Background: an optimization exercise with open tools, aiming at small area. Do not read the settings as production practice. The RTL was checked by simulation tests, not by an equivalence proof against the original design. Power figures rest on the tool's default switching activity, not on a simulated workload.

== north ==
## usb
module usb(
    input rst_n,
    input clk_48,
    input rx_j,
    input rx_se0,
    output tx_en,
    output tx_j,
    output tx_se0,
    input[6:0] usb_address,
    output usb_rst,
    output reg transaction_active,
    output reg[3:0] endpoint,
    output reg direction_in,
    output reg setup,
    input data_toggle,
    input[1:0] handshake,
    output reg[7:0] data_out,
    input[7:0] data_in,
    input data_in_valid,
    output reg data_strobe,
    output reg success
    );
export LEC_CHECK = 0
export CAP_MARGIN = 20
export CORE_MARGIN = 2
export CORE_UTILIZATION = 40
export PLACE_DENSITY = 0.6
export SLEW_MARGIN = 20
create_clock -name core_clock -period 20.8 [get_ports {clk_48}]
standard.sh (not shown) runs the stock make flow with config.mk's settings and CLKGATE_MAP_FILE= SYNTH_SCRIPT=/design/flow/synth_recipe.tcl, a recipe that flattens the netlist after the stock synthesis.
==> flow/flow/run.sh <==
#!/bin/bash
set -euo pipefail
export BUFFER_PORTS_ARGS="-buffer_cell sky130_fd_sc_hd__buf_1"
export CTS_ARGS="-sink_clustering_enable -repair_clock_nets -dont_use_dummy_load -buf_list sky130_fd_sc_hd__clkbuf_8 -sink_clustering_size 40 -sink_clustering_max_diameter 200"
bash standard.sh > standard.log 2>&1
In summary, north completed successfully, with a layout that passed the timing, DRC and antenna checks.
Input changes introduced in south (baseline for comparison: north):
--- a/flow/design.v
+++ b/flow/design.v
@@ -87,30 +87,28 @@
     end else if (nrzi_strobe) begin
         sync_p <= !sync_in;
         if (sync_in)
             sync_m <= sync_p? { sync_m[0], !sync_m[1] || sync_m[0] }: 2'b10;
         else if (sync_p)
             sync_m <= 2'b10;
     end
 end
 wire sync = (sync_m == 2'b11) && sync_p && !j && !se0;
-reg[3:0] reset_pre;
-reg reset_long;
-wire reset_wrap = se0 && reset_pre == 4'b1000;
-wire reset_count = se0 && (reset_long || reset_wrap);
-wire reset_end;
-assign usb_rst = reset_long && reset_end && rst_n;
+localparam[18:0] reset_lfsr_start = 19'h2afdd;
+reg[18:0] reset_lfsr;
+wire reset_lfsr_low = &reset_lfsr[17:0];
+assign usb_rst = reset_lfsr_low && reset_lfsr[18] && rst_n;
+wire reset_lfsr_fb = !(reset_lfsr[18] ^ reset_lfsr[17] ^ reset_lfsr[16] ^ reset_lfsr[13]) || reset_lfsr_low;
 always @(posedge clk_48) begin
     if (!se0 || !rst_n)
-        reset_pre <= 4'b0001;
+        reset_lfsr <= reset_lfsr_start;
     else
-        reset_pre <= { reset_pre[2:0], reset_pre[3] ^ reset_pre[2] };
-    reset_long <= rst_n && reset_count;
+        reset_lfsr <= { reset_lfsr[17:0], reset_lfsr_fb };
 end
 localparam
     rs_idle = 2'b00,
     rs_done = 2'b10,
     rs_pid = 2'b01,
     rs_data = 2'b11;
 reg[1:0] rx_state;
 assign rx_packet = (rx_state == rs_data);
 reg[3:0] rx_pid;
@@ -330,27 +328,20 @@
 wire txj = tx_state == ts_idle || tx_state == ts_eop3? 1'b1: ((bit_stuff || !txd)? !last_j: last_j);
 always @(posedge clk_48) begin
     if (bit_strobe)
         last_j <= tx_en? txj: 1'b1;
 end
 assign tx_j = txj;
 assign tx_se0 = txse0;
 wire tx_crc_fb = !dump_crc && (crc[15] ^ txd);
 wire[15:0] tx_crc_next = { crc[14] ^ tx_crc_fb, crc[13:2], crc[1] ^ tx_crc_fb, crc[0], tx_crc_fb };
-assign reset_end = crc == 16'hb973;
-wire[15:0] reset_crc_next = { crc[14] ^ crc[15], crc[13:2], crc[1] ^ crc[15], crc[0], crc[15] };
 always @(posedge clk_48) begin
-    if (reset_count) begin
-        if (!reset_long)
-            crc <= 16'hffff;
-        else if (reset_wrap && !reset_end)
-            crc <= reset_crc_next;
-    end else if (tx_en) begin
+    if (tx_en) begin
         if (!(dump_crc || tx_crc_enabled))
             crc <= 16'hffff;
         else if (tx_strobe)
             crc <= tx_crc_next;
     end else begin
         if (!rx_packet)
             crc <= 16'hffff;
         else if (strobe)
             crc <= rx_crc_next;
@@ -442,20 +433,20 @@
                         end else begin
                             state <= st_err;
                         end
                     end
                 end
             end
             st_data: begin
                 if (!rx_packet) begin
                     state <= st_idle;
-                    case (rx_pid[1])
-                        1'b0: begin
+                    case (rx_pid[1:0])
+                        pt_token: begin
                             if (recv_queue_1_valid && rx_crc_ok && recv_queue_1[6:0] == usb_address && rx_pid[3:2] != tok_sof) begin
                                 token_timeout <= 7'b0000001;
                                 transaction_active <= 1'b1;
                                 endpoint <= { recv_queue_0[2:0], recv_queue_1[7] };
                                 case (rx_pid[3:2])
                                     tok_in: begin
                                         direction_in <= 1'b1;
                                         setup <= 1'b0;
                                         state <= st_in;
@@ -472,31 +463,45 @@
                                     end
                                 endcase
                             end else begin
                                 transaction_active <= 1'b0;
                                 endpoint <= 4'b0;
                                 direction_in <= 1'b0;
                                 setup <= 1'b0;
                             end
                         end
-                        default: begin
+                        pt_data: begin
                             if (recv_queue_1_valid && rx_crc_ok) begin
-                                if (!handshake_latch[1])
+                                if (handshake_latch == hs_ack || handshake_latch == hs_none)
                                     success <= 1'b1;
                                 state <= st_send_handshake;
                             end
                         end
+                        default: begin
+                            endpoint <= 4'b0;
+                            direction_in <= 1'b0;
+                            setup <= 1'b0;
+                        end
+                    endcase
+                end else if (rx_datastrobe) begin
+                    case (rx_pid[1:0])
+                        pt_token: begin
+                            if (recv_queue_1_valid)
+                                state <= st_err;
+                        end
+                        pt_data: begin
+                            if (recv_queue_1_valid && (handshake_latch == hs_ack || handshake_latch == hs_none))
+                                data_strobe <= 1'b1;
+                        end
+                        default: begin
+                            state <= st_err;
+                        end
                     endcase
-                end else if (rx_datastrobe && recv_queue_1_valid) begin
-                    if (!rx_pid[1])
-                        state <= st_err;
-                    else if (!handshake_latch[1])
-                        data_strobe <= 1'b1;
                 end
             end
             st_in: begin
                 if (!tx_transmit && short_idle) begin
                     if (handshake != hs_ack && handshake != hs_none) begin
                         state <= st_send_handshake;
                     end else begin
                     end
                 end
Number of inserted filler cells in the final layout on south is up relative to north.
Relative contribution of the clock network to total power: lower on south
Compare north and south | met1 track demand over resource in global routing lower: south
south falls short of north in final area.
Cmp south vs north: clock power higher in south
Measured against each other, north and south differ in number of distinct standard cells referenced by the synthesized netlist, the lower figure coming from north.
south — fraction of layout cells with a size suffix above 1 2.9 points higher, north as reference
Sequential-to-total area share from yosys stat for south is higher than for north.
south ended up with a higher die area than north did.
On via count, the lower figure sits with north, not south.
Taking north as the reference point, the final weighted congestion in routability-driven placement of south falls by 0.018.
Against north, south comes in 8 higher on count of clock-buffer cells in the layout.
Fmax in south is about 1.3% lower than in north
Flops: south more than north

[port drivers added, routing unchanged]
Ports are ideal in the flow. The routed layouts listed here were re-timed in OpenROAD.
Step 1 sets driving cells, clkbuf_16 on the clock port and buf_2 on the other inputs (assumed; they add their load-dependent delay and slew).
Step 2 adds t to the input delays and takes it off the output delays; t is the mean of the earliest and latest rising clock arrival at the registers after step 1. Input paths then give back, and output paths get back, about the clock's delay inside the block.
Slacks: ideal ports / drivers / drivers and shift; pairs: ideal ports / drivers.
run | t (ns) | slack for setup (ns) | worst setup path at the end
north | 0.412 | 11.526 / 11.503 / 11.503 | input to output
south | 0.465 | 11.407 / 11.384 / 11.384 | input to output
After both steps setup and hold are still met in every run listed.
